Context: an optimization exercise on an open-source flow, tuned for small area. The choices shown serve that exercise and are no tape-out recipe.
Function was checked by simulation only, so behaviour that the tests miss may differ from the original.
No activity file was given, so power comes from the tool's default toggle rates.

===== flow/design.v =====
module fifo_lite #(
    parameter WIDTH = 8,
    parameter DEPTH = 16,
    localparam ADDR_WIDTH = $clog2(DEPTH)
)(
    input  logic              clk,
    input  logic              rst,
    input  logic              wr_en,
    input  logic [WIDTH-1:0]  wr_data,
    input  logic              rd_en,
    output logic [WIDTH-1:0]  head,      
    output logic              empty,
    output logic              full
);
    logic [WIDTH-1:0] mem [0:DEPTH-1];
    logic [ADDR_WIDTH:0] last;    
    logic do_wr, do_rd;
    assign empty = last[ADDR_WIDTH];
    assign full  = (last == DEPTH - 1);
    assign do_wr = wr_en && !full;
    assign do_rd = rd_en && !empty;
    assign head = mem[last[ADDR_WIDTH-1:0]];
    always_ff @(posedge clk) begin
        if (do_wr) begin
            mem[0] <= wr_data;
            for (int i = 1; i < DEPTH; i++)
                mem[i] <= mem[i-1];
        end
    end
    always_ff @(posedge clk or posedge rst) begin
        if (rst)
            last <= '1;
        else if (do_wr && !do_rd)
            last <= last + 1'b1;
        else if (do_rd && !do_wr)
            last <= last - 1'b1;
    end
endmodule
module baud_gen #(
	parameter DL_WIDTH = 16,
	parameter PSD_WIDTH = 4
) (
	input  logic                 clk,
	input  logic                 reset,              
	input  logic [DL_WIDTH-1:0]  divisor_latch,      
	input  logic [PSD_WIDTH-1:0] psd,                
	input  logic                 new_baud,           
	input  logic                 enable_sample,      
	input  logic                 enable_baud,        
	output logic        baud_tick,          
	output logic        sample_tick,        
	output logic        active              
);
	logic [3:0] seq;         
	logic       stale;
	logic       mult_done;
	logic [3:0] seq_len;
	always_comb begin
		casez (psd)
			4'b0000: seq_len = 4'd4;
			4'b000?: seq_len = 4'd5;
			4'b0010: seq_len = 4'd5;
			4'b0???: seq_len = (psd == 4'b0111) ? 4'd7 : 4'd6;
			4'b1111: seq_len = 4'd8;
			default: seq_len = 4'd7;
		endcase
	end
	always_ff @(posedge clk or posedge reset) begin
		if (reset)
			seq <= '0;
		else if (seq != 0)
			seq <= seq - 1'b1;
		else if (!mult_done)
			seq <= seq_len;
	end
	always_ff @(posedge clk or posedge reset) begin
		if (reset)
			stale <= 0;
		else if (seq == 0)
			stale <= 0;
		else if (new_baud)
			stale <= 1;
	end
	always_ff @(posedge clk or posedge reset) begin
		if (reset)
			mult_done <= 0;
		else if (new_baud)
			mult_done <= 0;
		else if (seq == 4'd1 && !stale)
			mult_done <= 1;
	end
	assign active = mult_done;
	logic [PSD_WIDTH-1:0] s_pc;
	logic [DL_WIDTH-1:0]  s_dc;
	logic s_dz, s_end, s_reload;
	assign s_dz     = (s_dc == 1);
	assign s_end    = s_dz && (s_pc == 0);
	assign s_reload = !mult_done || !enable_sample || s_end;
	always_ff @(posedge clk) begin
		if (s_reload || s_dz)
			s_dc <= divisor_latch;
		else
			s_dc <= s_dc - 1'b1;
		if (s_reload)
			s_pc <= psd;
		else if (s_dz)
			s_pc <= s_pc - 1'b1;
	end
	always_ff @(posedge clk) begin
		if (!mult_done)
			sample_tick <= 0;
		else if (enable_sample)
			sample_tick <= s_end;
	end
	logic [3:0]           b_sc;
	logic [PSD_WIDTH-1:0] b_pc;
	logic [DL_WIDTH-1:0]  b_dc;
	logic b_dz, b_pz, b_end, b_reload;
	assign b_dz     = (b_dc == 1);
	assign b_pz     = b_dz && (b_pc == 0);
	assign b_end    = b_pz && (b_sc == 0);
	assign b_reload = !mult_done || !enable_baud || b_end;
	always_ff @(posedge clk) begin
		if (b_reload || b_dz)
			b_dc <= divisor_latch;
		else
			b_dc <= b_dc - 1'b1;
		if (b_reload || b_pz)
			b_pc <= psd;
		else if (b_dz)
			b_pc <= b_pc - 1'b1;
		if (b_reload)
			b_sc <= 4'd15;
		else if (b_pz)
			b_sc <= b_sc - 1'b1;
	end
	always_ff @(posedge clk) begin
		if (!mult_done)
			baud_tick <= 0;
		else if (enable_baud)
			baud_tick <= b_end;
	end
endmodule
module uart_tx (
    input  logic        clk,
    input  logic        rst,
    input  logic [7:0]  tx_data,       
    input  logic        fifo_empty,
    output logic        tx_start,      
    input  logic [1:0]  data_len,      
    input  logic        parity_en,
    input  logic        parity_even,
    input  logic        two_stop,
    input  logic        tick,
    output logic        txd,
    output logic        enable_baud
);
    localparam logic [2:0] IDLE = 3'd0, POP = 3'd1, PEND = 3'd3, START = 3'd2,
                           DATA = 3'd6, PARITY = 3'd7, STOP1 = 3'd5, STOP2 = 3'd4;
    logic [2:0] state;
    logic [7:0] shift_reg;
    logic [3:0] bit_cnt;
    logic       parity_bit;
    logic [7:0] data_mask;
    assign txd =
        (state == START)  ? 1'b0 :
        (state == DATA)   ? shift_reg[0] :
        (state == PARITY) ? parity_bit :
                            1'b1;
    assign tx_start    = (state == POP);
    assign enable_baud = (state != IDLE) && (state != POP);
    assign data_mask = {data_len == 2'd3, data_len[1], data_len != 2'd0, 5'h1F};
    always_ff @(posedge clk) begin
        if (tx_start)
            shift_reg <= tx_data;
        else if (tick && state == DATA)
            shift_reg <= {1'b0, shift_reg[7:1]};
    end
    always_ff @(posedge clk) begin
        if (tick && state == PEND) begin
            bit_cnt    <= 0;
            parity_bit <= (^(shift_reg & data_mask)) ^ !parity_even;
        end else if (tick && state == DATA) begin
            bit_cnt <= bit_cnt + 1;
        end
    end
    always_ff @(posedge clk or posedge rst) begin
        if (rst) begin
            state <= IDLE;
        end else begin
            case (state)
                IDLE: if (!fifo_empty) state <= POP;
                POP:  state <= PEND;
                default: ;
            endcase
            if (tick) begin
                case (state)
                    PEND: state <= START;
                    START: state <= DATA;
                    DATA: begin
                        if (bit_cnt == {2'b01, data_len})
                            state <= (parity_en ? PARITY : STOP1);
                    end
                    PARITY: state <= STOP1;
                    STOP1: state <= two_stop ? STOP2 : IDLE;
                    STOP2: state <= IDLE;
                    default: ;
                endcase
            end
        end
    end
endmodule
module uart_rx (
    input  logic        clk,
    input  logic        rst,
    input  logic        rxd,
    input  logic        sample_tick,
    input  logic        stop_bits,
    input  logic        parity_en,
    input  logic        parity_even,
    input  logic [3:0]  data_bits,
    input  logic        enable,
    output logic        enable_sample,
    output logic        data_ready,
    output logic [7:0]  data_out,
    output logic        parity_err,
    output logic        framing_err
);
    localparam logic [2:0] IDLE = 3'd0, START = 3'd1, DATA = 3'd2, PARITY = 3'd3, STOP = 3'd4;
    logic [2:0] state, next_state;
    logic [3:0] bit_count;
    logic [3:0] sample_count;
    logic [7:0] shift_reg;
    logic       sampled_parity;
    logic       stop_sampled;
    logic       stop_phase;
    logic [7:0] rx_word;
    logic       rx_parity;
    logic       mid;           
    logic       last_stop;     
    assign rx_word   = shift_reg >> (4'd8 - data_bits);
    assign rx_parity = (^rx_word) ^ !parity_even;
    assign mid       = (sample_count == 15);
    assign last_stop = (stop_bits && stop_phase == 1) || !stop_bits;
    always_ff @(posedge clk or posedge rst) begin
        if (rst)
            enable_sample <= 0;
        else if (state == IDLE && !rxd)
            enable_sample <= 1;
        else if (state == STOP && next_state == IDLE)
            enable_sample <= 0;
    end
    always_ff @(posedge clk)
        state <= next_state;
    always_ff @(posedge clk or posedge rst) begin
        if (rst) begin
            next_state      <= IDLE;
            shift_reg       <= 0;
            data_ready      <= 0;
            stop_phase      <= 0;
            sampled_parity  <= 0;
        end else if (sample_tick) begin
            case (state)
                IDLE:
                    next_state <= enable_sample ? START : IDLE;
                START:
                    if (sample_count == 7)
                        next_state <= rxd ? IDLE : DATA;
                    else
                        next_state <= START;
                DATA:
                    if (mid) begin
                        shift_reg <= {rxd, shift_reg[7:1]};
                        if (bit_count == data_bits - 1)
                            next_state <= (parity_en ? PARITY : STOP);
                        else
                            next_state <= DATA;
                    end else begin
                        next_state <= DATA;
                    end
                PARITY:
                    if (mid) begin
                        sampled_parity <= rxd;
                        next_state <= STOP;
                    end else begin
                        next_state <= PARITY;
                    end
                STOP:
                    if (mid) begin
                        stop_phase <= ~stop_phase;
                        if (last_stop) begin
                            data_ready <= 1;
                            next_state <= IDLE;
                            stop_phase <= 0;
                        end else begin
                            next_state <= STOP;
                        end
                    end else begin
                        next_state <= STOP;
                    end
                default: ;
            endcase
        end else begin
            data_ready <= 0;
        end
    end
    always_ff @(posedge clk) begin
        if (sample_tick) begin
            case (state)
                IDLE: begin
                    bit_count    <= 0;
                    sample_count <= 0;
                end
                START:
                    if (sample_count == 7) begin
                        if (!rxd)
                            sample_count <= 0;
                    end else begin
                        sample_count <= sample_count + 1;
                    end
                DATA, PARITY: begin
                    sample_count <= sample_count + 1;
                    if (mid && state == DATA)
                        bit_count <= bit_count + 1;
                end
                STOP: begin
                    sample_count <= sample_count + 1;
                    if (mid) begin
                        stop_sampled <= rxd;
                        if (last_stop) begin
                            data_out <= rx_word;
                            if (stop_bits)
                                framing_err <= ~(stop_sampled & rxd);
                            else
                                framing_err <= ~rxd;
                            if (parity_en)
                                parity_err <= (sampled_parity != rx_parity);
                            else
                                parity_err <= 0;
                            stop_sampled <= 0;
                        end
                    end
                end
                default: ;
            endcase
        end
    end
endmodule
module uart_top #(
    parameter DL_WIDTH = 16,
    parameter PSD_WIDTH = 4,
    parameter FIFO_DEPTH = 16
)(
    input  logic clk,
    input  logic rst,
    input  logic rxd,
    output logic txd,
    input  logic        wr_en,
    input  logic [7:0]  wr_data,
    output logic        tx_ready,
    input  logic        rd_en,
    output logic [7:0]  rd_data,
    output logic        rx_ready,
    output logic        rx_valid,
    output logic        parity_err,
    output logic        framing_err,
    output logic        overrun_err,
    input  logic [7:0]  lcr,
    input  logic [DL_WIDTH-1:0]  divisor_latch,
    input  logic [PSD_WIDTH-1:0] psd,
    input  logic                 new_baud
);
    logic baud_tick, sample_tick;
    logic enable_baud, enable_sample;
    logic       tx_start;
    logic       tx_fifo_empty, tx_fifo_full;
    logic [7:0] tx_head;
    logic [7:0] rx_data_out;
    logic       rx_data_ready;
    logic       rx_parity_err, rx_framing_err;
    logic       rx_fifo_full, rx_fifo_empty;
    logic       rx_fifo_wr_en;
    logic [7:0] rx_head;
    logic       do_rd;
    assign tx_ready = ~tx_fifo_full;
    assign rx_ready = ~rx_fifo_empty;
    assign rx_fifo_wr_en = rx_data_ready && ~rx_fifo_full;
    assign do_rd = rd_en && ~rx_fifo_empty;
    fifo_lite #(.WIDTH(8), .DEPTH(FIFO_DEPTH)) tx_fifo (
        .clk(clk),
        .rst(rst),
        .wr_en(wr_en),
        .wr_data(wr_data),
        .rd_en(tx_start),
        .head(tx_head),
        .full(tx_fifo_full),
        .empty(tx_fifo_empty)
    );
    fifo_lite #(.WIDTH(8), .DEPTH(FIFO_DEPTH)) rx_fifo (
        .clk(clk),
        .rst(rst),
        .wr_en(rx_fifo_wr_en),
        .wr_data(rx_data_out),
        .rd_en(rd_en),
        .head(rx_head),
        .full(rx_fifo_full),
        .empty(rx_fifo_empty)
    );
    always_ff @(posedge clk) begin
        if (rst)
            rd_data <= '0;
        else if (do_rd)
            rd_data <= rx_head;
    end
    always_ff @(posedge clk)
        rx_valid <= do_rd;
    baud_gen #(
        .DL_WIDTH(DL_WIDTH),
        .PSD_WIDTH(PSD_WIDTH)
    ) baud_gen_inst (
        .clk(clk),
        .reset(rst),
        .divisor_latch(divisor_latch),
        .psd(psd),
        .new_baud(new_baud),
        .enable_sample(enable_sample),
        .enable_baud(enable_baud),
        .baud_tick(baud_tick),
        .sample_tick(sample_tick),
        .active()
    );
    uart_tx tx_inst (
        .clk(clk),
        .rst(rst),
        .tx_data(tx_head),
        .fifo_empty(tx_fifo_empty),
        .tx_start(tx_start),
        .data_len(lcr[1:0]),
        .parity_en(lcr[3]),
        .parity_even(lcr[4]),
        .two_stop(lcr[2]),
        .tick(baud_tick),
        .txd(txd),
        .enable_baud(enable_baud)
    );
    uart_rx rx_inst (
        .clk(clk),
        .rst(rst),
        .rxd(rxd),
        .sample_tick(sample_tick),
        .stop_bits(lcr[2]),
        .parity_en(lcr[3]),
        .parity_even(lcr[4]),
        .data_bits(4'd5 + {2'b00, lcr[1:0]}),
        .enable(1'b1),
        .enable_sample(enable_sample),
        .data_ready(rx_data_ready),
        .data_out(rx_data_out),
        .parity_err(rx_parity_err),
        .framing_err(rx_framing_err)
    );
    always_ff @(posedge clk) begin
        parity_err   <= rx_data_ready && rx_parity_err;
        framing_err  <= rx_data_ready && rx_framing_err;
        overrun_err  <= rx_data_ready && rx_fifo_full;
    end
endmodule
module axi_ui #(
    parameter DL_WIDTH = 16,
    parameter PSD_WIDTH = 4,
    parameter FIFO_DEPTH = 16
)(
    input  logic clk,
    input  logic rst,
    input  logic [31:0] awaddr,
    input  logic        awvalid,
    output logic        awready,
    input  logic [31:0] wdata,
    input  logic [3:0]  wstrb,
    input  logic        wvalid,
    output logic        wready,
    output logic        bvalid,
    output logic [1:0]  bresp,
    input  logic        bready,
    input  logic [31:0] araddr,
    input  logic        arvalid,
    output logic        arready,
    output logic [31:0] rdata,
    output logic        rvalid,
    output logic [1:0]  rresp,
    input  logic        rready,
    output logic [7:0]  thr_out,
    output logic [7:0]  lcr_out,
    output logic [7:0]  dll_out,
    output logic [7:0]  dlm_out,
    output logic [7:0]  psd_out,
    output logic        wr_en,
    input  logic [7:0]  rd_data,
    input  logic        tx_ready,
    input  logic        rx_ready,
    input  logic        rx_valid,
    output logic        rd_en,
    input  logic        parity_err,
    input  logic        framing_err,
    input  logic        overrun_err,
    output logic        new_baud,
    output logic irq,
    output logic irq_n
);
    logic [7:0] ier;     
    logic [7:0] lcr;     
    logic [7:0] mcr;     
    logic [7:0] spr;     
    logic [7:0] dll;     
    logic [7:0] dlm;     
    logic [7:0] psd;     
    logic lsr_data_ready, lsr_overrun_err, lsr_parity_err, lsr_framing_err;
    logic lsr_thr_empty;
    logic [7:0] lsr;
    logic isr_a, isr_b, isr_none;
    logic dlab;
    logic [2:0] addr;        
    logic [7:0] axi_wr_data;
    logic axi_wr_en, axi_wr_en_d, axi_rd_en;
    logic rhr_has_data;
    logic rhr_read;
    logic [7:0] reg_rd;
    assign dlab    = lcr[7];
    assign thr_out = axi_wr_data;
    assign lcr_out = lcr;
    assign dll_out = dll;
    assign dlm_out = dlm;
    assign psd_out = psd;
    assign lsr = {1'b0, lsr_thr_empty, lsr_thr_empty, 1'b0,
                  lsr_framing_err, lsr_parity_err, lsr_overrun_err, lsr_data_ready};
    assign isr_none = !(isr_a || isr_b);
    assign irq   = !isr_none;
    assign irq_n = isr_none;
    assign bresp = 2'b00;
    assign rresp = 2'b00;
    logic [7:0] rdata_q;
    assign rdata = {24'd0, rdata_q};
    assign wready = awready;
    assign rd_en = (rx_ready && !rhr_has_data && !rx_valid);
    always_comb begin
        case (addr)
            3'd0: reg_rd = dlab ? dll : rd_data;
            3'd1: reg_rd = dlab ? dlm : ier;
            3'd2: reg_rd = {3'b000, 1'b0, isr_a, isr_b, isr_none, isr_none};
            3'd3: reg_rd = lcr;
            3'd4: reg_rd = mcr;
            3'd5: reg_rd = dlab ? psd : lsr;
            3'd6: reg_rd = 8'h00;
            default: reg_rd = spr;
        endcase
    end
    assign rhr_read = axi_rd_en && (addr == 3'd0) && !dlab;
    always_ff @(posedge clk) begin
        if (awready)
            axi_wr_data <= wdata[7:0];
        if (awready)
            addr <= awaddr[2:0];
        else if (arvalid && !arready)
            addr <= araddr[2:0];
    end
    always_ff @(posedge clk) begin
        axi_wr_en   <= awready;
        axi_wr_en_d <= axi_wr_en;
    end
    assign wr_en    = axi_wr_en_d && addr == 3'd0 && !dlab;
    assign new_baud = axi_wr_en_d && dlab && (addr == 3'd0 || addr == 3'd1 || addr == 3'd5);
    always_ff @(posedge clk or posedge rst) begin
        if (rst) begin
            awready <= 0;
            bvalid  <= 0;
        end else begin
            awready <= !awready && awvalid;
            if (axi_wr_en)
                bvalid <= 1;
            else if (bready)
                bvalid <= 0;
        end
    end
    logic [7:0] wd_z;        
    logic [7:0] wd_lcr;      
    logic [7:0] wd_dll;      
    logic       we_dll, we_dlm, we_ier, we_lcr, we_mcr, we_psd, we_spr;
    assign wd_z   = axi_wr_data & {8{!rst}};
    assign wd_lcr = {wd_z[7:2], axi_wr_data[1:0] | {2{rst}}};
    assign wd_dll = {wd_z[7:1], axi_wr_data[0] | rst};
    assign we_dll = rst || (axi_wr_en && addr == 3'd0 && dlab);
    assign we_dlm = rst || (axi_wr_en && addr == 3'd1 && dlab);
    assign we_ier = rst || (axi_wr_en && addr == 3'd1 && !dlab);
    assign we_lcr = rst || (axi_wr_en && addr == 3'd3);
    assign we_mcr = rst || (axi_wr_en && addr == 3'd4);
    assign we_psd = rst || (axi_wr_en && addr == 3'd5 && dlab);
    assign we_spr = rst || (axi_wr_en && addr[2:1] == 2'b11);
    always_ff @(posedge clk) begin
        if (we_dll) dll <= wd_dll;
        if (we_dlm) dlm <= wd_z;
        if (we_ier) ier <= wd_z;
        if (we_lcr) lcr <= wd_lcr;
        if (we_mcr) mcr <= wd_z;
        if (we_psd) psd <= wd_z;
        if (we_spr) spr <= wd_z;
    end
    assign axi_rd_en = arready;
    always_ff @(posedge clk or posedge rst) begin
        if (rst) begin
            arready    <= 0;
            rvalid     <= 0;
            rdata_q <= 0;
        end else begin
            arready <= arvalid && !arready;
            if (axi_rd_en) begin
                rvalid     <= 1;
                rdata_q <= reg_rd;
            end else if (rready) begin
                rvalid <= 0;
            end
        end
    end
    always_ff @(posedge clk or posedge rst) begin
        if (rst) begin
            rhr_has_data <= 0;
        end else if (rhr_read) begin
            rhr_has_data <= 0;
        end else if (rx_valid) begin
            rhr_has_data <= 1;
        end
    end
    always_ff @(posedge clk) begin
        lsr_data_ready  <= rhr_has_data;
        lsr_overrun_err <= overrun_err;
        lsr_parity_err  <= parity_err;
        lsr_framing_err <= framing_err;
        lsr_thr_empty   <= tx_ready;
    end
    always_ff @(posedge clk or posedge rst) begin
        if (rst) begin
            isr_a <= 0;
            isr_b <= 0;
        end else begin
            if (ier[2] && (parity_err || framing_err || overrun_err)) begin
                isr_a <= 1;
                isr_b <= 1;
            end else if (ier[0] && rhr_has_data) begin
                isr_a <= 1;
                isr_b <= 0;
            end else if (ier[1] && tx_ready) begin
                isr_a <= 0;
                isr_b <= 1;
            end else begin
                isr_a <= 0;
                isr_b <= 0;
            end
        end
    end
endmodule
module uart_16550 #(
    parameter DL_WIDTH = 16,
    parameter PSD_WIDTH = 4,
    parameter FIFO_DEPTH = 16
)(
    input  logic clk,
    input  logic rst,
    input  logic [31:0] awaddr,
    input  logic        awvalid,
    output logic        awready,
    input  logic [31:0] wdata,
    input  logic [3:0]  wstrb,
    input  logic        wvalid,
    output logic        wready,
    output logic        bvalid,
    output logic [1:0]  bresp,
    input  logic        bready,
    input  logic [31:0] araddr,
    input  logic        arvalid,
    output logic        arready,
    output logic [31:0] rdata,
    output logic        rvalid,
    output logic [1:0]  rresp,
    input  logic        rready,
    output logic irq,
    output logic irq_n,
    input  logic rxd,
    output logic txd
);
    logic [7:0] thr, lcr, dll, dlm, psd;
    logic wr_en, rd_en;
    logic [7:0] rd_data;
    logic tx_ready, rx_ready, rx_valid;
    logic parity_err, framing_err, overrun_err;
    logic new_baud;
    uart_top #(
        .DL_WIDTH(DL_WIDTH),
        .PSD_WIDTH(PSD_WIDTH),
        .FIFO_DEPTH(FIFO_DEPTH)
    ) uart_core (
        .clk(clk),
        .rst(rst),
        .rxd(rxd),
        .txd(txd),
        .wr_en(wr_en),
        .wr_data(thr),
        .tx_ready(tx_ready),
        .rd_en(rd_en),
        .rd_data(rd_data),
        .rx_ready(rx_ready),
        .rx_valid(rx_valid),
        .parity_err(parity_err),
        .framing_err(framing_err),
        .overrun_err(overrun_err),
        .lcr(lcr),
        .divisor_latch({dlm, dll}),
        .psd(psd[3:0]),
        .new_baud(new_baud)
    );
    axi_ui #(
        .DL_WIDTH(DL_WIDTH),
        .PSD_WIDTH(PSD_WIDTH),
        .FIFO_DEPTH(FIFO_DEPTH)
    ) ui (
        .clk(clk),
        .rst(rst),
        .awaddr(awaddr),
        .awvalid(awvalid),
        .awready(awready),
        .wdata(wdata),
        .wvalid(wvalid),
        .wstrb(wstrb),
        .wready(wready),
        .bvalid(bvalid),
        .bresp(bresp),
        .bready(bready),
        .araddr(araddr),
        .arvalid(arvalid),
        .arready(arready),
        .rdata(rdata),
        .rvalid(rvalid),
        .rresp(rresp),
        .rready(rready),
        .thr_out(thr),
        .lcr_out(lcr),
        .dll_out(dll),
        .dlm_out(dlm),
        .psd_out(psd),
        .wr_en(wr_en),
        .rd_en(rd_en),
        .rd_data(rd_data),
        .tx_ready(tx_ready),
        .rx_ready(rx_ready),
        .rx_valid(rx_valid),
        .parity_err(parity_err),
        .framing_err(framing_err),
        .overrun_err(overrun_err),
        .new_baud(new_baud),
        .irq(irq),
        .irq_n(irq_n)
    );
endmodule

===== flow/run.sh =====
#!/bin/bash
# synth_recipe.tcl (not shown) runs the flow's synth.tcl, then flattens the netlist and writes it again
# the make line also repeats each setting of config.mk as NAME=value (left out here)
make -C /OpenROAD-flow-scripts/flow DESIGN_CONFIG=/design/flow/config.mk WORK_HOME=/design/flow/orfs CLKGATE_MAP_FILE= SYNTH_SCRIPT=/design/flow/synth_recipe.tcl finish

===== flow/config.mk =====
export PLATFORM = sky130hd
export DESIGN_NAME = uart_16550
export DESIGN_NICKNAME = uart_16550
export VERILOG_FILES = /design/flow/design.v
export SDC_FILE = /design/flow/constraint.sdc
export NUM_CORES = 4
export LEC_CHECK = 0
export CAP_MARGIN = 20
export CORE_MARGIN = 2
export CORE_UTILIZATION = 65
export CTS_BUF_LIST = sky130_fd_sc_hd__clkbuf_16
export CTS_CLUSTER_DIAMETER = 80
export CTS_CLUSTER_SIZE = 30
export PLACE_DENSITY = 0.75
export SLEW_MARGIN = 20

===== flow/constraint.sdc =====
create_clock -name core_clock -period 6.0 [get_ports {clk}]
set_input_delay 1.2000 -clock core_clock [delete_from_list [all_inputs] [get_ports {clk}]]
set_output_delay 1.2000 -clock core_clock [all_outputs]
set_load 0.01 [all_outputs]

==> results of run 1 <==
[per-layer routing]
metal / GRT usage / part of all wire
met5: 0 / 0.00031
met4: 0.0722 / 0.025
met3: 0.0375 / 0.068
met2: 0.397 / 0.47
met1: 0.377 / 0.44
[synth_stat cells (23+ instances only)]
cell type	n
a21oi_1	62
a22oi_1	23
buf_2	23
buf_4	29
clkbuf_1	50
dfrtp_1	39
dfxtp_1	64
edfxtp_1	359
ha_1	25
inv_1	40
mux2_2	34
mux2i_1	38
nand2_1	135
nand3_1	46
nor2_1	83
nor2b_1	42
nor3_1	38
o21ai_0	98
xnor2_1	48
[final cells by class]
class / count / area share
multi-input combinational: 978 / 0.304
tap: 402 / 0.0232
clock inverter: 14 / 0.00583
inverter: 41 / 0.00710
timing repair buffer: 50 / 0.0215
clock buffer: 22 / 0.0254
sequential: 472 / 0.613
[worst max path at each step]
| stage | startpoint | end | slack (ps) | cells after the start |
|---|---|---|---|---|
| floorplan | uart_core.rx_fifo.last[3] | uart_core.rx_fifo.last[4] | 20 | 14 |
| global placement | uart_core.tx_fifo.last[2] | uart_core.tx_fifo.last[4] | 2020 | 12 |
| detailed placement | uart_core.tx_fifo.last[2] | uart_core.tx_fifo.last[4] | 1910 | 12 |
| CTS | uart_core.tx_fifo.last[2] | uart_core.tx_fifo.last[4] | 1870 | 12 |
| global route | uart_core.tx_fifo.last[2] | uart_core.tx_fifo.last[4] | 1590 | 12 |
| finish | uart_core.tx_fifo.last[2] | uart_core.tx_fifo.last[4] | 1850 | 12 |
[logic make-up (layout without fill, tap and decap cells)]
kind of cell               after synthesis  in the layout  share of synthesized area
xor gates and xnor gates                68             68                     0.0290
DFF                                    472            472                      0.649
muxes                                   90             90                     0.0565
buffers and inverters                  156            127                     0.0360
AOI/OAI and AO/OA                      329            329                      0.105
other                                    1             28                   0.000183
adders and majority gates               27             27                     0.0172
and+or+nand+nor                        436            436                      0.107
[worst register-to-register path, cell delays in order, from the launching register on]
cell and delay, ps:
dfstp_2 1030, and2_0 510, and2_1 340, nand2_1 200
and3_4 460, ha_1 370, inv_1 160, ha_1 290
a21o_1 190, a21oi_1 160, xnor2_1 150, nor2_1 70
xnor2_1 150
[power by group]
group	switching, mW	internal [mW]	total (mW)
Combinational	0.897	0.620	1.52
Sequential	0.294	3.77	4.06
Clock	0.978	0.767	1.75
[through the flow]
step | area, um2 | hold WS, ps | util
finish | 21700 | 383 | 0.692
global route | 21700 | 390 | 0.692
CTS | 21700 | 382 | 0.692
detailed placement | 21000 | 369 | 0.671
global placement | 21000 | 371 | 0.671
floorplan | 20600 | 331 | -
==> notes.md, run 1 <==
die area - 0.0330 mm2
CTS tree - done
Regs by FF count - uart_core.rx_fifo.mem x128, uart_core.tx_fifo.mem x128
Leak - 7.36 nW
Synth top area share - 0.526
Port Buffers - 36
WL final - 41800 um
Max IR drop VDD - 0.234 mV
clock slew at reported path FFs - 110 ps
Unique masters post-synth - 79
unrepaired setup endpoints after global routing - false
Worst path slowest cell - dfstp_2
Die Y - 182 um
Post-DP HPWL - 27900 um
vias per std cell - 6.23
Fin Clk Skew - 19.2 ps
share of cells above drive strength 1 - 0.0780
Num CTS Buffers - 20
most common cell after layout, fill and taps aside - edfxtp_1
commonest non-fill, non-tap cells in the layout - 359 x edfxtp_1, 134 x nand2_1, 94 x o21ai_0, 83 x nor2_1, 64 x dfxtp_1
Core ar. - 0.0313 mm2
Multi-input gate area - 0.00658 mm2
post-synthesis sequential area ratio - 0.649
Final #Nets - 1698
via count - 12300
Max Clock Freq - 0.241 GHz
mapped cell area - 0.0205 mm2
max_cap viols - 0
Residual DRC - 0
Final Cycle Share - 0.691
Reg area - 0.0133 mm2
first-pass GRT wire length - 65900 um
crit path max fanout - 63
# diodes - 0
dpl ws - 1910 ps
CP Launch Type - register
Iteration-0 DRC Markers - 1487
io pins - 152
flops & latches, synth - 472
outcome - finished clean
Syn Area/Cell - 13.0 um2
Reg2Reg Capture Point - uart_core.tx_fifo.last[4]
Placer Congestion - 0.867
Top FF cell, synth - edfxtp_1
Post-Synthesis Cells - 1579
total setup buffers inserted after CTS - 0
FF-to-FF path depth - 12
Clock H-tree levels - 1
number of antenna-violating nets in the routed design - 0
vias in the first global route - 11900
Worst-Skew Late Latency - 550 ps
post-CTS sizing - 0
final setup vio count - 0
Sinks on Clock Net - 472
relative slew slack - 0.251
critical path, cell by cell - and2_0, and2_1, nand2_1, and3_4, ha_1, inv_1, ha_1, a21o_1, a21oi_1, xnor2_1, nor2_1, xnor2_1
CP endpoint kind - register
TNS Setup - 0 ps
dpl cells - 1943
Worst EP required - 6480 ps
root buf cell - clkbuf_16
reg2reg setup slack - 1850 ps
# fillers - 2110
P&R area growth vs syn - 5.75%
Hold Buf Count CTS - 0
Synth Warn # - 7
clk buf depth - 3
Slew Limit Fails - 0
Period minus WS final - 4150 ps
largest net degree at the start of global routing - 87
Tot Pwr - 7.33 mW
asr flop ratio synth - 0.104
Final WS setup - 1850 ps
overall routing resource usage - 0.254
worst min-delay path class - reg -> reg
Die Span X - 182 um
Slew @ Worst Pin - 1120 ps
synth top area cells - edfxtp_1 53%, dfxtp_1 6.2%, dfrtp_1 4.8%, nand2_1 2.5%, o21ai_0 2.4%
EDFF count, synth - 359
hold depth - 0
Worst Setup Path Type - reg -> reg
fin cells - 1979
TritonRoute pass-1 iters - 5
Synth area leader - edfxtp_1
Final Hold Vio Count - 0
CP Buf/Inv Count - 1
initial antenna violation count - 1
FP Rows - 65
RR Startpoint - uart_core.tx_fifo.last[2]
Starting Density - 0.655
grt total ovfl - 0
critical path arrival - 4620 ps
delay-heaviest family, CP - simple AND/OR/NAND/NOR gates
WHS Endpoint - ui.lsr_framing_err
hold wc startpoint - uart_core.framing_err
P per Cell Area - 338 mW/mm2
WL/cell - 21.1 um
slowest stage delay, CP - 1030 ps
==> run 2, diff against run 1 <==
==> flow/flow/run.sh (new file) <==
#!/bin/bash
# The standard layout (standard.sh), with three changes:
#  - the logic is mapped by an area-oriented ABC script (flow/area.script);
#    synthesis is otherwise the standard flow's own (flow/synth_area.tcl repeats
#    synth_recipe.tcl and only swaps the ABC script),
#  - ports are buffered with the smallest buffer,
#  - clock tree synthesis inserts no dummy loads.
# Each tool's output goes to its ORFS log under orfs/logs; make's output
# goes to standard.log here.
set -euo pipefail
here=$(pwd)
diff <(tail -n +2 synth_recipe.tcl) <(grep -v '^ *#' flow/synth_area.tcl | sed -n '/^source/,$p') > synth_diff.log || true
bash standard.sh \
  SYNTH_SCRIPT=$here/flow/synth_area.tcl \
  "BUFFER_PORTS_ARGS=-buffer_cell sky130_fd_sc_hd__buf_1" \
  "CTS_ARGS=-sink_clustering_enable -repair_clock_nets -sink_clustering_size 30 -sink_clustering_max_diameter 80 -buf_list sky130_fd_sc_hd__clkbuf_16 -dont_use_dummy_load" \
  finish > standard.log 2>&1
==> flow/flow/area.script (new file) <==
strash
&get -n
&fraig -x
&put
scorr
dc2
dretime
strash
&get -n
&syn2
&dch -f
&nf -a -R 1000
&put
==> flow/flow/synth_area.tcl (new file) <==
proc synth {args} { yosys synth -nofsm -noshare {*}$args }
# Map the logic with an area-oriented ABC script (the flip-flops are mapped
# before this step and are left as the standard synthesis makes them)
set ::area_abc_script [file join [file dirname [file normalize [info script]]] area.script]
proc abc {args} {
  set i [lsearch -exact $args -script]
  if { $i >= 0 } { lset args [expr { $i + 1 }] $::area_abc_script }
  yosys abc {*}$args
}
source $::env(SCRIPTS_DIR)/synth.tcl
# left out here: clear keep_hierarchy, flatten, clean up, hide names made inside functions, write 1_2_yosys.v
==> flow/standard.sh (new file) <==
#!/bin/bash
# synth_recipe.tcl (not shown) runs the flow's synth.tcl, then flattens the netlist and writes it again
# the make line also repeats each setting of config.mk as NAME=value (left out here)
make -C /OpenROAD-flow-scripts/flow DESIGN_CONFIG=/design/flow/config.mk WORK_HOME=/design/flow/orfs CLKGATE_MAP_FILE= SYNTH_SCRIPT=/design/flow/synth_recipe.tcl "${@:-finish}"
--- a/flow/config.mk
+++ b/flow/config.mk
@@ -7,9 +7,9 @@
 export LEC_CHECK = 0
 export CAP_MARGIN = 20
 export CORE_MARGIN = 2
-export CORE_UTILIZATION = 65
+export CORE_UTILIZATION = 75
 export CTS_BUF_LIST = sky130_fd_sc_hd__clkbuf_16
 export CTS_CLUSTER_DIAMETER = 80
 export CTS_CLUSTER_SIZE = 30
-export PLACE_DENSITY = 0.75
+export PLACE_DENSITY = 0.85
 export SLEW_MARGIN = 20
removed: flow/run.sh
==> run 2 against run 1 <==
Compared with the run above: still clean; die area shrank 18%; global-route usage increased by 6.4 points; wire length grew 3.7%; critical path depth unchanged; design area down 5.5%.
==> notes.md, run 2 <==
outcome - finished clean (unchanged)
WL/cell - 23.4 um (was 21.1 um)
Sw Ratio - 0.294 (was 0.296)
part of the power in registers - 0.592 (was 0.555)
reg2reg setup slack - 1830 ps (was 1850 ps)
Post-Synthesis Cells - 1448 (was 1579)
Slew @ Worst Pin - 1110 ps (was 1120 ps)
post-synthesis sequential area ratio - 0.685 (was 0.649)
Final Hold Vio Count - 0 (unchanged)
combinational power share - 0.193 (was 0.207)
Num CTS Buffers - 19 (was 20)
io pins - 152 (unchanged)
P&R area growth vs syn - 5.49% (was 5.75%)
FP Rows - 58 (was 65)
Reg2Reg Capture Point - uart_core.tx_fifo.last[4] (unchanged)
Die Y - 165 um (was 182 um)
Worst EP required - 6460 ps (was 6480 ps)
max_cap viols - 0 (unchanged)
CP endpoint kind - register (unchanged)
Sinks on Clock Net - 472 (unchanged)
hold wc startpoint - uart_core.framing_err (unchanged)
crit path max fanout - 64 (was 63)
Clk pwr share - 0.215 (was 0.238)
unrepaired setup endpoints after global routing - false (unchanged)
worst min-delay path class - reg -> reg (unchanged)
Clock H-tree levels - 1 (unchanged)
Iteration-0 DRC Markers - 1715 (was 1487)
FF-to-FF path depth - 12 (unchanged)
die area - 0.0272 mm2 (was 0.0330 mm2)
EDFF count, synth - 359 (unchanged)
Final Cycle Share - 0.694 (was 0.691)
WHS Endpoint - ui.lsr_framing_err (unchanged)
grt total ovfl - 0 (unchanged)
Post-DP HPWL - 29700 um (was 27900 um)
total setup buffers inserted after CTS - 0 (unchanged)
dpl ws - 1930 ps (was 1910 ps)
Fin Clk Skew - 14.4 ps (was 19.2 ps)
post-CTS sizing - 0 (unchanged)
CTS tree - done (unchanged)
Core ar. - 0.0253 mm2 (was 0.0313 mm2)
Top FF cell, synth - edfxtp_1 (unchanged)
hold depth - 0 (unchanged)
relative slew slack - 0.252 (was 0.251)
Unique masters post-synth - 62 (was 79)
Tot Pwr - 6.88 mW (was 7.33 mW)
Switching Power - 2.02 mW (was 2.17 mW)
dpl cells - 1831 (was 1943)
most common cell after layout, fill and taps aside - edfxtp_1 (unchanged)
fin cells - 1850 (was 1979)
asr flop ratio synth - 0.104 (unchanged)
Worst Setup Path Type - reg -> reg (unchanged)
Residual DRC - 0 (unchanged)
Int Pwr - 4.85 mW (was 5.16 mW)
met3 GRT Util - 0.0439 (was 0.0375)
Max Clock Freq - 0.240 GHz (was 0.241 GHz)
share of cells above drive strength 1 - 0.0342 (was 0.0780)
initial antenna violation count - 0 (was 1)
RR Startpoint - uart_core.tx_fifo.last[1] (was uart_core.tx_fifo.last[2])
commonest non-fill, non-tap cells in the layout - 359 x edfxtp_1, 150 x nor2_1, 100 x nand2_1, 81 x a21oi_1, 64 x dfxtp_1 (was 359 x edfxtp_1, 134 x nand2_1, 94 x o21ai_0, 83 x nor2_1, 64 x dfxtp_1)
clk buf depth - 3 (unchanged)
via count - 12800 (was 12300)
CP Launch Type - register (unchanged)
TNS Setup - 0 ps (unchanged)
number of antenna-violating nets in the routed design - 0 (unchanged)
Slew Limit Fails - 0 (unchanged)
mapped cell area - 0.0194 mm2 (was 0.0205 mm2)
M1 GR Usage - 0.461 (was 0.377)
Syn Area/Cell - 13.4 um2 (was 13.0 um2)
Synth top area share - 0.555 (was 0.526)
vias in the first global route - 11800 (was 11900)
Regs by FF count - uart_core.rx_fifo.mem x128, uart_core.tx_fifo.mem x128 (unchanged)
gr busiest metal - met2 (unchanged)
Hold Buf Count CTS - 0 (unchanged)
Die Span X - 165 um (was 182 um)
clock slew at reported path FFs - 110 ps (about the same)
WL final - 43300 um (was 41800 um)
TritonRoute pass-1 iters - 6 (was 5)
Port Buffers - 36 (unchanged)
overall routing resource usage - 0.318 (was 0.254)
Leak - 6.70 nW (was 7.36 nW)
top cells by count, synth - 359 x edfxtp_1, 150 x nor2_1, 100 x nand2_1, 82 x a21oi_1, 64 x dfxtp_1 (was 359 x edfxtp_1, 135 x nand2_1, 98 x o21ai_0, 83 x nor2_1, 64 x dfxtp_1)
Worst-Skew Late Latency - 540 ps (was 550 ps)
final setup vio count - 0 (unchanged)
Period minus WS final - 4170 ps (was 4150 ps)
Max IR drop VDD - 0.335 mV (was 0.234 mV)
critical path arrival - 4630 ps (was 4620 ps)
most numerous cell in the Yosys netlist - edfxtp_1 (unchanged)
Starting Density - 0.767 (was 0.655)
Final WS setup - 1830 ps (was 1850 ps)
P per Cell Area - 336 mW/mm2 (was 338 mW/mm2)
root buf cell - clkbuf_16 (unchanged)
largest net degree at the start of global routing - 67 (was 87)
vias per std cell - 6.91 (was 6.23)
Synth area leader - edfxtp_1 (unchanged)
GR Layer Usage met2 - 0.502 (was 0.397)
Final #Nets - 1657 (was 1698)
flops & latches, synth - 472 (unchanged)
synth top area cells - edfxtp_1 56%, dfxtp_1 6.6%, dfrtp_1 5.0%, nor2_1 2.9%, a21oi_1 2.1% (was edfxtp_1 53%, dfxtp_1 6.2%, dfrtp_1 4.8%, nand2_1 2.5%, o21ai_0 2.4%)
Synth Warn # - 7 (unchanged)
Placer Congestion - 0.931 (was 0.867)
# diodes - 0 (unchanged)
first-pass GRT wire length - 65500 um (was 65900 um)
## run 2: changes by cell type after synthesis, moves of 23 or more
| cell | change |
|---|---|
| nand2_1 | -35 |
| nor2_1 | +67 |
| clkinv_1 | +32 |
| mux2_1 | +24 |
| inv_1 | -40 |
| buf_2 | -23 |
| mux2_2 | -34 |
| clkbuf_1 | -50 |
| o21ai_0 | -47 |
## run 2: area by class of cell
cell class	count	area [um2]
fillers	1390	4840
repair buffers	55	278
flip-flops and latches	472	13300
inverters	33	124
multi-input cells	941	5900
well taps	330	413
clock buffers	19	475
## run 2: per-layer routing
layer	vias to the layer above	wire [um]
met3	135	4090
met4	0	1690
met5	-	0
met1	6210	17200
met2	814	20300
li1	5626	-
## run 2: worst max-delay path by stage
stage	startpoint	depth (start not counted)	to
final	uart_core.tx_fifo.last[1]	12	uart_core.tx_fifo.last[4]
after global placement	uart_core.tx_fifo.last[1]	12	uart_core.tx_fifo.last[4]
after global routing	uart_core.tx_fifo.last[1]	12	uart_core.tx_fifo.last[4]
after floorplan	uart_core.rx_fifo.last[3]	11	uart_core.rx_fifo.last[4]
after CTS	uart_core.tx_fifo.last[1]	12	uart_core.tx_fifo.last[4]
after detailed placement	uart_core.tx_fifo.last[1]	12	uart_core.tx_fifo.last[4]
## run 2: critical path: stages, from the launching register on
cell and delay (ps):
dfstp_2 940, nand2_1 250, nor2_1 690, nand2_1 240
and3_4 460, ha_1 340, clkinv_1 120, ha_1 290
a21o_1 190, a21oi_1 160, xnor2_1 140, nor2_1 70
xnor2_1 140
## run 2: kinds of logic (layout without fill, tap and decap cells)
family / Yosys count / in the layout / share of synthesized area
buffers and inverters: 62 / 107 / 0.0176
adder cells (fa/ha/maj): 27 / 27 / 0.0182
multiplexers: 51 / 51 / 0.0279
AO/OA/AOI/OAI: 325 / 325 / 0.114
flip-flops: 472 / 472 / 0.685
other: 1 / 28 / 0.000193
XOR/XNOR: 65 / 65 / 0.0293
AND/OR/NAND/NOR: 445 / 445 / 0.108
## run 2: power by group through the flow
| stage | combinational (mW) | sequential (mW) | clock, mW |
|---|---|---|---|
| detailed placement | 1.29 | 4.13 | 0 |
| CTS | 1.30 | 4.06 | 1.49 |
| floorplan | 0.889 | 4.09 | 0 |
| global placement | 1.24 | 4.11 | 0 |
| global route | 1.45 | 4.10 | 1.58 |
| finish | 1.33 | 4.07 | 1.48 |
## run 2: per-stage QoR
stage / util / instance area, um2 / hold slack (ps)
CTS: 0.809 / 20500 / 374
floorplan: - / 19500 / 331
detailed placement: 0.790 / 20000 / 353
global route: 0.809 / 20500 / 377
finish: 0.809 / 20500 / 371
global placement: 0.790 / 20000 / 352
==> run 3, diff against run 2 <==
--- a/flow/flow/run.sh
+++ b/flow/flow/run.sh
@@ -14,4 +14,5 @@
   SYNTH_SCRIPT=$here/flow/synth_area.tcl \
   "BUFFER_PORTS_ARGS=-buffer_cell sky130_fd_sc_hd__buf_1" \
   "CTS_ARGS=-sink_clustering_enable -repair_clock_nets -sink_clustering_size 30 -sink_clustering_max_diameter 80 -buf_list sky130_fd_sc_hd__clkbuf_16 -dont_use_dummy_load" \
+  RECOVER_POWER=100 SKIP_REPAIR_TIE_FANOUT=1 \
   finish > standard.log 2>&1
--- a/flow/config.mk
+++ b/flow/config.mk
@@ -7,9 +7,9 @@
 export LEC_CHECK = 0
 export CAP_MARGIN = 20
 export CORE_MARGIN = 2
-export CORE_UTILIZATION = 75
+export CORE_UTILIZATION = 65
 export CTS_BUF_LIST = sky130_fd_sc_hd__clkbuf_16
 export CTS_CLUSTER_DIAMETER = 80
 export CTS_CLUSTER_SIZE = 30
-export PLACE_DENSITY = 0.85
+export PLACE_DENSITY = 0.75
 export SLEW_MARGIN = 20
==> run 3 against run 2 <==
Compared with the run above: the layout now fails its checks (capacitance limit, slew limit); setup slack lost 810 ps; design area fell by 0.34%; sequential cell count stayed put; utilization down 12 points; largest power group unchanged; count of clock-buffer cells in the layout up 1; via count shrank 3.5%; critical path type unchanged; die area rose by 15%.
==> notes.md, run 3 <==
combinational power share - 0.182 (was 0.193)
# fillers - 2116 (was 1390)
share of cells above drive strength 1 - 0.0248 (was 0.0342)
Die Span X - 177 um (was 165 um)
Die Y - 177 um (was 165 um)
most numerous cell in the Yosys netlist - edfxtp_1 (unchanged)
Hold Buf Count CTS - 0 (unchanged)
Int Pwr - 4.86 mW (was 4.85 mW)
Clock H-tree levels - 1 (unchanged)
dpl ws - 1870 ps (was 1930 ps)
Residual DRC - 0 (unchanged)
Switching Power - 2.01 mW (was 2.02 mW)
Unique masters post-synth - 62 (unchanged)
relative slew slack - -0.237 (was 0.252)
part of the power in registers - 0.597 (was 0.592)
Clk pwr share - 0.221 (was 0.215)
Synth Warn # - 7 (unchanged)
Max Clock Freq - 0.201 GHz (was 0.240 GHz)
Post-DP HPWL - 29000 um (was 29700 um)
critical path, cell by cell - nand2_1, nor2_1, nand2_1, and3_4, clkbuf_2 (was nand2_1, nor2_1, nand2_1, and3_4, ha_1, clkinv_1, ha_1, a21o_1, a21oi_1, xnor2_1, nor2_1, xnor2_1)
Synth area leader - edfxtp_1 (unchanged)
EDFF count, synth - 359 (unchanged)
Top FF cell, synth - edfxtp_1 (unchanged)
Regs by FF count - uart_core.rx_fifo.mem x128, uart_core.tx_fifo.mem x128 (unchanged)
delay-heaviest family, CP - simple AND/OR/NAND/NOR gates (unchanged)
vias per std cell - 6.57 (was 6.91)
Worst Setup Path Type - reg -> reg (unchanged)
P per Cell Area - 336 mW/mm2 (about the same)
TritonRoute pass-1 iters - 5 (was 6)
root buf cell - clkbuf_16 (unchanged)
Final WS setup - 1030 ps (was 1830 ps)
Num CTS Buffers - 20 (was 19)
Post-Synthesis Cells - 1448 (unchanged)
Fin Clk Skew - 40.2 ps (was 14.4 ps)
post-CTS sizing - 0 (unchanged)
Synth top area share - 0.555 (unchanged)
vias in the first global route - 11800 (about the same)
P&R area growth vs syn - 5.13% (was 5.49%)
# diodes - 0 (unchanged)
top cells by count, synth - 359 x edfxtp_1, 150 x nor2_1, 100 x nand2_1, 82 x a21oi_1, 64 x dfxtp_1 (unchanged)
Sinks on Clock Net - 472 (unchanged)
final setup vio count - 0 (unchanged)
worst min-delay path class - reg -> reg (unchanged)
Starting Density - 0.657 (was 0.767)
number of antenna-violating nets in the routed design - 0 (unchanged)
synth top area cells - edfxtp_1 56%, dfxtp_1 6.6%, dfrtp_1 5.0%, nor2_1 2.9%, a21oi_1 2.1% (unchanged)
total setup buffers inserted after CTS - 0 (unchanged)
CP Launch Type - register (unchanged)
Worst EP required - 5900 ps (was 6460 ps)
Core ar. - 0.0296 mm2 (was 0.0253 mm2)
clk buf depth - 3 (unchanged)
Final Util - 0.691 (was 0.809)
FP Rows - 63 (was 58)
die area - 0.0313 mm2 (was 0.0272 mm2)
Worst-Skew Late Latency - 550 ps (was 540 ps)
grt total ovfl - 0 (unchanged)
WL/cell - 22.8 um (was 23.4 um)
overall routing resource usage - 0.275 (was 0.318)
CP endpoint kind - register (unchanged)
cell mode on critical path - nand2_1
clock slew at reported path FFs - 110 ps (about the same)
flops & latches, synth - 472 (unchanged)
commonest non-fill, non-tap cells in the layout - 359 x edfxtp_1, 150 x nor2_1, 100 x nand2_1, 82 x a21oi_1, 64 x dfxtp_1 (was 359 x edfxtp_1, 150 x nor2_1, 100 x nand2_1, 81 x a21oi_1, 64 x dfxtp_1)
TNS Setup - 0 ps (unchanged)
crit path max fanout - 77 (was 64)
slowest stage delay, CP - 1330 ps (was 940 ps)
Worst path slowest cell - dfstp_1 (was dfstp_2)
WL final - 42800 um (was 43300 um)
Slew @ Worst Pin - 1860 ps (was 1110 ps)
Port Buffers - 36 (unchanged)
Final Hold Vio Count - 0 (unchanged)
first-pass GRT wire length - 66200 um (was 65500 um)
post-synthesis sequential area ratio - 0.685 (unchanged)
io pins - 152 (unchanged)
critical path arrival - 4880 ps (was 4630 ps)
Max IR drop VDD - 0.393 mV (was 0.335 mV)
outcome - complete, but fails checks (was finished clean)
max_cap viols - 3 (was 0)
Final Cycle Share - 0.829 (was 0.694)
Period minus WS final - 4970 ps (was 4170 ps)
Sw Ratio - 0.292 (was 0.294)
Failing Checks - capacitance limit, slew limit
Placer Congestion - 0.898 (was 0.931)
Tot Pwr - 6.87 mW (was 6.88 mW)
largest net degree at the start of global routing - 78 (was 67)
Syn Area/Cell - 13.4 um2 (unchanged)
asr flop ratio synth - 0.104 (unchanged)
Leak - 6.57 nW (was 6.70 nW)
most common cell after layout, fill and taps aside - edfxtp_1 (unchanged)
CTS tree - done (unchanged)
via count - 12300 (was 12800)
Slew Limit Fails - 171 (was 0)
unrepaired setup endpoints after global routing - false (unchanged)
Final #Nets - 1626 (was 1657)
mapped cell area - 0.0194 mm2 (unchanged)
initial antenna violation count - 1 (was 0)
CP Buf/Inv Count - 1 (unchanged)
Iteration-0 DRC Markers - 1556 (was 1715)
[run 3: final timing paths]
kind,from,to,slack [ps],cells past startpoint
hold / removal,uart_core.parity_err,ui.lsr_parity_err,360,0
max in group asynchronous,rst,uart_core.baud_gen_inst.mult_done,3850,3
setup / recovery,uart_core.tx_fifo.last[3],uart_core.tx_fifo.mem[12][7],1030,5
setup reg to reg,uart_core.tx_fifo.last[3],uart_core.tx_fifo.mem[12][7],1030,5
hold reg to reg,uart_core.parity_err,ui.lsr_parity_err,360,0
min in group asynchronous,rst,ui.rhr_has_data,1040,2
[run 3: per-stage QoR]
step	std cells	cell area, um2	hold slack (ps)
floorplan	1448	19400	331
global placement	1858	19900	345
detailed placement	1859	20000	349
CTS	1879	20500	367
global route	1879	20400	371
finish	1879	20400	364
[run 3: per-layer routing]
| layer | part of all wire | wire length [um] | global-route usage |
|---|---|---|---|
| met3 | 0.088 | 3780 | 0.0408 |
| met2 | 0.46 | 19600 | 0.430 |
| met5 | 0 | 0 | 0 |
| met1 | 0.42 | 17900 | 0.401 |
| met4 | 0.033 | 1430 | 0.0961 |
[run 3: power by group through the flow]
| stage | combinational (mW) | sequential [mW] | clock (mW) |
|---|---|---|---|
| 2_1_floorplan | 0.889 | 4.09 | 0 |
| 3_3_place_gp | 1.20 | 4.15 | 0 |
| 3_5_place_dp | 1.23 | 4.16 | 0 |
| 4_1_cts | 1.24 | 4.09 | 1.55 |
| 5_1_grt | 1.39 | 4.14 | 1.64 |
| 6_report | 1.25 | 4.10 | 1.52 |
[run 3: cells by family after synthesis]
family | Yosys count | share of synthesized area
adders and majority gates | 27 | 0.0182
DFF | 472 | 0.685
and+or+nand+nor | 445 | 0.108
AOI/OAI and AO/OA | 325 | 0.114
buffers and inverters | 62 | 0.0176
muxes | 51 | 0.0279
xor gates and xnor gates | 65 | 0.0293
other | 1 | 0.000193
[run 3: final cells by class]
| class | instances | area, um2 | area share |
|---|---|---|---|
| Inverter | 33 | 124 | 0.00607 |
| Clock buffer | 20 | 500 | 0.0245 |
| Tap cell | 390 | 488 | 0.0239 |
| Timing Repair Buffer | 50 | 213 | 0.0104 |
| Sequential cell | 472 | 13300 | 0.651 |
| Multi-Input combinational cell | 914 | 5790 | 0.284 |
==> run 4, diff against run 3 <==
--- a/flow/flow/run.sh
+++ b/flow/flow/run.sh
@@ -14,5 +14,4 @@
   SYNTH_SCRIPT=$here/flow/synth_area.tcl \
   "BUFFER_PORTS_ARGS=-buffer_cell sky130_fd_sc_hd__buf_1" \
   "CTS_ARGS=-sink_clustering_enable -repair_clock_nets -sink_clustering_size 30 -sink_clustering_max_diameter 80 -buf_list sky130_fd_sc_hd__clkbuf_16 -dont_use_dummy_load" \
-  RECOVER_POWER=100 SKIP_REPAIR_TIE_FANOUT=1 \
   finish > standard.log 2>&1
--- a/flow/config.mk
+++ b/flow/config.mk
@@ -11,5 +11,6 @@
 export CTS_BUF_LIST = sky130_fd_sc_hd__clkbuf_16
 export CTS_CLUSTER_DIAMETER = 80
 export CTS_CLUSTER_SIZE = 30
+export GPL_TIMING_DRIVEN = 0
 export PLACE_DENSITY = 0.75
 export SLEW_MARGIN = 20
==> run 4 against run 3 <==
Compared with the run above: now clean on timing, DRC and antenna; clock power is essentially flat; synthesized cell count unchanged; synthesized area is the same; die area is the same; maximum frequency increased by 17%; critical path depth grew 7; largest cell class unchanged.
==> notes.md, run 4 <==
Synth Warn # - 7 (unchanged)
dpl ws - 1890 ps (was 1870 ps)
Final WS setup - 1750 ps (was 1030 ps)
RR Startpoint - uart_core.tx_fifo.last[2] (was uart_core.tx_fifo.last[3])
# diodes - 0 (unchanged)
most numerous cell in the Yosys netlist - edfxtp_1 (unchanged)
EDFF count, synth - 359 (unchanged)
root buf cell - clkbuf_16 (unchanged)
Synth top area share - 0.555 (unchanged)
die area - 0.0313 mm2 (unchanged)
Worst setup startpoint - uart_core.tx_fifo.last[2] (was uart_core.tx_fifo.last[3])
Slew @ Worst Pin - 1050 ps (was 1860 ps)
largest net degree at the start of global routing - 57 (was 78)
share of cells above drive strength 1 - 0.0525 (was 0.0248)
Unique masters post-synth - 62 (unchanged)
flops & latches, synth - 472 (unchanged)
vias in the first global route - 11800 (about the same)
worst hold slack - 369 ps (was 364 ps)
final setup vio count - 0 (unchanged)
P per Cell Area - 330 mW/mm2 (was 336 mW/mm2)
max_cap viols - 0 (was 3)
Tot Pwr - 6.91 mW (was 6.87 mW)
Final Util - 0.709 (was 0.691)
relative slew slack - 0.296 (was -0.237)
unrepaired setup endpoints after global routing - false (unchanged)
dpl cells - 1912 (was 1859)
Num CTS Buffers - 20 (unchanged)
TNS Setup - 0 ps (unchanged)
vias per std cell - 6.48 (was 6.57)
critical path arrival - 4720 ps (was 4880 ps)
P&R area growth vs syn - 7.85% (was 5.13%)
Worst EP required - 6470 ps (was 5900 ps)
hold depth - 0 (unchanged)
FP Rows - 63 (unchanged)
commonest non-fill, non-tap cells in the layout - 359 x edfxtp_1, 150 x nor2_1, 100 x nand2_1, 81 x a21oi_1, 64 x dfxtp_1 (was 359 x edfxtp_1, 150 x nor2_1, 100 x nand2_1, 82 x a21oi_1, 64 x dfxtp_1)
TritonRoute pass-1 iters - 5 (unchanged)
Post-Synthesis Cells - 1448 (unchanged)
Die Span X - 177 um (unchanged)
via count - 12500 (was 12300)
Starting Density - 0.657 (unchanged)
worst min-delay path class - reg -> reg (unchanged)
FF-to-FF path depth - 12 (was 5)
most common cell after layout, fill and taps aside - edfxtp_1 (unchanged)
first-pass GRT wire length - 66600 um (was 66200 um)
hold wc startpoint - uart_core.overrun_err (was uart_core.parity_err)
Post-DP HPWL - 29300 um (was 29000 um)
Synth area leader - edfxtp_1 (unchanged)
io pins - 152 (unchanged)
synth top area cells - edfxtp_1 56%, dfxtp_1 6.6%, dfrtp_1 5.0%, nor2_1 2.9%, a21oi_1 2.1% (unchanged)
Syn Area/Cell - 13.4 um2 (unchanged)
total setup buffers inserted after CTS - 0 (unchanged)
Leak - 6.89 nW (was 6.57 nW)
Period minus WS final - 4250 ps (was 4970 ps)
Final Cycle Share - 0.709 (was 0.829)
CTS tree - done (unchanged)
grt total ovfl - 0 (unchanged)
Int Pwr - 4.89 mW (was 4.86 mW)
Placed Instance Area - 0.0204 mm2 (was 0.0200 mm2)
post-CTS sizing - 0 (unchanged)
Worst Setup Path Type - reg -> reg (unchanged)
Port Buffers - 36 (unchanged)
crit path max fanout - 36 (was 77)
combinational power share - 0.178 (was 0.182)
Regs by FF count - uart_core.rx_fifo.mem x128, uart_core.tx_fifo.mem x128 (unchanged)
Switching Power - 2.02 mW (was 2.01 mW)
CP Launch Type - register (unchanged)
reg2reg setup slack - 1750 ps (was 1030 ps)
clk buf depth - 3 (unchanged)
Core ar. - 0.0296 mm2 (unchanged)
outcome - finished clean (was complete, but fails checks)
mapped cell area - 0.0194 mm2 (unchanged)
Max Clock Freq - 0.235 GHz (was 0.201 GHz)
WL/cell - 22.2 um (was 22.8 um)
Sw Ratio - 0.292 (about the same)
Max IR drop VDD - 0.363 mV (was 0.393 mV)
part of the power in registers - 0.599 (was 0.597)
clock slew at reported path FFs - 110 ps (about the same)
Fin Clk Skew - 35.2 ps (was 40.2 ps)
post-synthesis sequential area ratio - 0.685 (unchanged)
Hold Buf Count CTS - 0 (unchanged)
Die Y - 177 um (unchanged)
overall routing resource usage - 0.275 (about the same)
Worst-Skew Late Latency - 550 ps (about the same)
fin cells - 1932 (was 1879)
CP endpoint kind - register (unchanged)
Slew Limit Fails - 0 (was 171)
Final Hold Vio Count - 0 (unchanged)
WL final - 42800 um (about the same)
number of antenna-violating nets in the routed design - 0 (unchanged)
Top FF cell, synth - edfxtp_1 (unchanged)
asr flop ratio synth - 0.104 (unchanged)
initial antenna violation count - 0 (was 1)
top cells by count, synth - 359 x edfxtp_1, 150 x nor2_1, 100 x nand2_1, 82 x a21oi_1, 64 x dfxtp_1 (unchanged)
Final #Nets - 1679 (was 1626)
Residual DRC - 0 (unchanged)
Sinks on Clock Net - 472 (unchanged)
Clock H-tree levels - 1 (unchanged)
Placer Congestion - 0.900 (was 0.898)
finished layout cell area - 0.0209 mm2 (was 0.0204 mm2)
Iteration-0 DRC Markers - 1487 (was 1556)
Clk pwr share - 0.222 (was 0.221)
==> run 4: critical path, stage by stage (launching register included) <==
cell and delay [ps]:
dfstp_2 1010, nand2_1 330, nor2_1 700, nand2_1 360
and3_4 390, ha_1 250, clkinv_1 110, ha_1 280
a21o_1 190, a21oi_1 170, xnor2_1 130, nor2_1 60
xnor2_1 140
==> run 4: kinds of logic after synthesis <==
| kind of cell | Yosys count | synth area share |
|---|---|---|
| flops | 472 | 0.685 |
| simple gates | 445 | 0.108 |
| compound gates | 325 | 0.114 |
| xor+xnor | 65 | 0.0293 |
| buf+inv | 62 | 0.0176 |
| mux | 51 | 0.0279 |
| fa+ha+maj | 27 | 0.0182 |
| other cells | 1 | 0.000193 |
==> run 4: power groups by stage <==
| stage | combinational, mW | clock [mW] | sequential [mW] |
|---|---|---|---|
| 2_1_floorplan | 0.889 | 0 | 4.09 |
| 3_3_place_gp | 1.16 | 0 | 4.20 |
| 3_5_place_dp | 1.22 | 0 | 4.20 |
| 4_1_cts | 1.23 | 1.56 | 4.13 |
| 5_1_grt | 1.38 | 1.66 | 4.18 |
| 6_report | 1.23 | 1.54 | 4.14 |
==> run 4: cell type report <==
type | count | area (um2)
inverter | 33 | 125
multi-input combinational | 941 | 5940
sequential | 472 | 13300
tap | 390 | 488
clock buffer | 20 | 500
fill | 2057 | 8610
timing repair buffer | 47 | 375
buffer | 29 | 218
==> run 4: worst paths after layout <==
kind                                             end
max                        uart_core.tx_fifo.last[4]
min reg2reg                       ui.lsr_overrun_err
max reg2reg                uart_core.tx_fifo.last[4]
min in group asynchronous              ui.rdata_q[5]
max in group asynchronous  uart_core.tx_fifo.last[4]
min                               ui.lsr_overrun_err
==> run 4: layer usage <==
metal  global-route usage  vias to the layer above  part of all wire
met2                0.420                      618              0.46
met5                    0                        -                 0
li1                     -                     5683                 -
met4               0.0771                        0             0.025
met1                0.416                     6126              0.43
met3               0.0442                       92             0.084
==> run 5, diff against run 4 <==
--- a/flow/flow/run.sh
+++ b/flow/flow/run.sh
@@ -14,4 +14,5 @@
   SYNTH_SCRIPT=$here/flow/synth_area.tcl \
   "BUFFER_PORTS_ARGS=-buffer_cell sky130_fd_sc_hd__buf_1" \
   "CTS_ARGS=-sink_clustering_enable -repair_clock_nets -sink_clustering_size 30 -sink_clustering_max_diameter 80 -buf_list sky130_fd_sc_hd__clkbuf_16 -dont_use_dummy_load" \
+  SKIP_REPAIR_TIE_FANOUT=1 \
   finish > standard.log 2>&1
--- a/flow/config.mk
+++ b/flow/config.mk
@@ -11,6 +11,5 @@
 export CTS_BUF_LIST = sky130_fd_sc_hd__clkbuf_16
 export CTS_CLUSTER_DIAMETER = 80
 export CTS_CLUSTER_SIZE = 30
-export GPL_TIMING_DRIVEN = 0
 export PLACE_DENSITY = 0.75
 export SLEW_MARGIN = 20
==> run 5 against run 4 <==
Compared with the run above: first-iteration DRC count fell by 0.61%; power fell by 0.51%; wire length barely moved; combinational power barely moved; register-to-register slack improved by 20 ps; non-clock buffer count fell by 26; die area did not move; sequential power fell by 1%; sequential share of layout area rose by 1.5 points; cell count fell by 2.7%; count of clock-buffer cells in the layout did not move; largest cell class unchanged.
==> notes.md, run 5 <==
Period minus WS final - 4230 ps (was 4250 ps)
Crit path depth - 12 (unchanged)
Slew @ Worst Pin - 1110 ps (was 1050 ps)
critical path, cell by cell - nand2_1, nor2_1, nand2_1, and3_4, ha_1, clkinv_1, ha_1, a21o_1, a21oi_1, xnor2_1, nor2_1, xnor2_1 (unchanged)
Core ar. - 0.0296 mm2 (unchanged)
Residual DRC - 0 (unchanged)
final setup vio count - 0 (unchanged)
P per Cell Area - 336 mW/mm2 (was 330 mW/mm2)
Syn Area/Cell - 13.4 um2 (unchanged)
EDFF count, synth - 359 (unchanged)
die area - 0.0313 mm2 (unchanged)
Regs by FF count - uart_core.rx_fifo.mem x128, uart_core.tx_fifo.mem x128 (unchanged)
asr flop ratio synth - 0.104 (unchanged)
unrepaired setup endpoints after global routing - false (unchanged)
Post-DP HPWL - 29000 um (was 29300 um)
Hold Buf Count CTS - 0 (unchanged)
delay-heaviest family, CP - simple AND/OR/NAND/NOR gates (unchanged)
overall routing resource usage - 0.275 (about the same)
Final #Nets - 1626 (was 1679)
part of the power in registers - 0.596 (was 0.599)
most numerous cell in the Yosys netlist - edfxtp_1 (unchanged)
dpl ws - 1870 ps (was 1890 ps)
Port Buffers - 36 (unchanged)
clock slew at reported path FFs - 100 ps (was 110 ps)
relative slew slack - 0.252 (was 0.296)
Leak - 6.60 nW (was 6.89 nW)
top cells by count, synth - 359 x edfxtp_1, 150 x nor2_1, 100 x nand2_1, 82 x a21oi_1, 64 x dfxtp_1 (unchanged)
Starting Density - 0.657 (unchanged)
worst min-delay path class - reg -> reg (unchanged)
combinational power share - 0.183 (was 0.178)
post-synthesis sequential area ratio - 0.685 (unchanged)
Sw Ratio - 0.293 (was 0.292)
Worst path slowest cell - dfstp_2 (unchanged)
Final WS setup - 1770 ps (was 1750 ps)
WL/cell - 22.8 um (was 22.2 um)
flops & latches, synth - 472 (unchanged)
synth top area cells - edfxtp_1 56%, dfxtp_1 6.6%, dfrtp_1 5.0%, nor2_1 2.9%, a21oi_1 2.1% (unchanged)
first-pass GRT wire length - 66200 um (was 66600 um)
Clock H-tree levels - 1 (unchanged)
reg2reg setup slack - 1770 ps (was 1750 ps)
Fin Clk Skew - 45.1 ps (was 35.2 ps)
# diodes - 0 (unchanged)
Synth top area share - 0.555 (unchanged)
slowest stage delay, CP - 970 ps (was 1010 ps)
mapped cell area - 0.0194 mm2 (unchanged)
hold depth - 0 (unchanged)
vias in the first global route - 11800 (about the same)
Post-Synthesis Cells - 1448 (unchanged)
CP endpoint kind - register (unchanged)
Slew Limit Fails - 0 (unchanged)
Max Clock Freq - 0.236 GHz (was 0.235 GHz)
clk buf depth - 3 (unchanged)
Iteration-0 DRC Markers - 1478 (was 1487)
largest net degree at the start of global routing - 78 (was 57)
outcome - finished clean (unchanged)
P&R area growth vs syn - 5.30% (was 7.85%)
Int Pwr - 4.86 mW (was 4.89 mW)
WL final - 42800 um (about the same)
Worst-Skew Late Latency - 550 ps (about the same)
Sinks on Clock Net - 472 (unchanged)
Max IR drop VDD - 0.399 mV (was 0.363 mV)
CP Launch Type - register (unchanged)
Synth Warn # - 7 (unchanged)
Die Y - 177 um (unchanged)
Unique masters post-synth - 62 (unchanged)
Worst EP required - 6470 ps (about the same)
via count - 12400 (was 12500)
Final Cycle Share - 0.706 (was 0.709)
TNS Setup - 0 ps (unchanged)
TritonRoute pass-1 iters - 6 (was 5)
Final Hold Vio Count - 0 (unchanged)
CTS tree - done (unchanged)
number of antenna-violating nets in the routed design - 0 (unchanged)
Top FF cell, synth - edfxtp_1 (unchanged)
most common cell after layout, fill and taps aside - edfxtp_1 (unchanged)
commonest non-fill, non-tap cells in the layout - 359 x edfxtp_1, 150 x nor2_1, 100 x nand2_1, 81 x a21oi_1, 64 x dfxtp_1 (unchanged)
share of cells above drive strength 1 - 0.0329 (was 0.0525)
total setup buffers inserted after CTS - 0 (unchanged)
worst hold slack - 364 ps (was 369 ps)
Die Span X - 177 um (unchanged)
Placer Congestion - 0.898 (was 0.900)
Synth area leader - edfxtp_1 (unchanged)
initial antenna violation count - 1 (was 0)
grt total ovfl - 0 (unchanged)
crit path max fanout - 53 (was 36)
max_cap viols - 0 (unchanged)
Switching Power - 2.02 mW (about the same)
CP Buf/Inv Count - 1 (unchanged)
post-CTS sizing - 0 (unchanged)
FF-to-FF path depth - 12 (unchanged)
vias per std cell - 6.58 (was 6.48)
root buf cell - clkbuf_16 (unchanged)
FP Rows - 63 (unchanged)
io pins - 152 (unchanged)
Clk pwr share - 0.221 (was 0.222)
critical path arrival - 4700 ps (was 4720 ps)
Worst Setup Path Type - reg -> reg (unchanged)
Num CTS Buffers - 20 (unchanged)
run 5: changes by cell type in the layout (fill, tap and decap cells not counted), sizes merged:
cell	before	now
clkinv	33	32
inv	0	1
conb	28	1
buf	76	50
run 5: layer usage:
| layer | global-route usage | up-vias | wire, um |
|---|---|---|---|
| li1 | - | 5593 | - |
| met5 | 0 | - | 0 |
| met4 | 0.0961 | 0 | 1470 |
| met1 | 0.401 | 6078 | 18200 |
| met3 | 0.0408 | 98 | 3400 |
| met2 | 0.430 | 592 | 19800 |
run 5: power groups by stage:
stage                     combinational, mW  sequential (mW)  clock (mW)
final                                  1.26             4.10        1.52
after detailed placement               1.23             4.16           0
after CTS                              1.24             4.09        1.55
after global placement                 1.20             4.15           0
after floorplan                       0.889             4.09           0
after global routing                   1.39             4.14        1.64
run 5: final timing paths:
check	from	to
hold reg to reg	uart_core.parity_err	ui.lsr_parity_err
hold / removal	uart_core.parity_err	ui.lsr_parity_err
setup reg to reg	uart_core.tx_fifo.last[3]	uart_core.tx_fifo.last[4]
setup / recovery	uart_core.tx_fifo.last[3]	uart_core.tx_fifo.last[4]
min in group asynchronous	rst	ui.rhr_has_data
max in group asynchronous	rst	uart_core.baud_gen_inst.mult_done
run 5: logic make-up (layout without fill, tap and decap cells):
family,after synthesis,count (layout),share of synthesized area
mux,51,51,0.0279
other cells,1,1,0.000193
xor+xnor,65,65,0.0293
buf+inv,62,103,0.0176
simple gates,445,445,0.108
flops,472,472,0.685
compound gates,325,325,0.114
fa+ha+maj,27,27,0.0182
run 5: layout make-up:
type                            instances  area (um2)
Timing Repair Buffer                   50         238
Tap cell                              390         488
Inverter                               33         124
Clock buffer                           20         500
Sequential cell                       472       13300
Fill cell                            2105        9110
Multi-Input combinational cell        914        5800
run 5: metrics by stage:
stage | instances | utilization | instance area (um2) | power (mW)
after floorplan | 1448 | - | 19400 | 4.98
after global placement | 1858 | 0.675 | 19900 | 5.35
after detailed placement | 1859 | 0.675 | 20000 | 5.40
after CTS | 1879 | 0.692 | 20500 | 6.89
after global routing | 1879 | 0.692 | 20500 | 7.17
final | 1879 | 0.692 | 20500 | 6.88

Re-timed with assumed drivers on the ports (clkbuf_16 on the clock, buf_2 on other inputs), run 5 has 1.765 ns of setup slack against 1.765 ns with ideal ports, and 1.765 ns once port delays also move by the mid clock arrival of 0.583 ns.
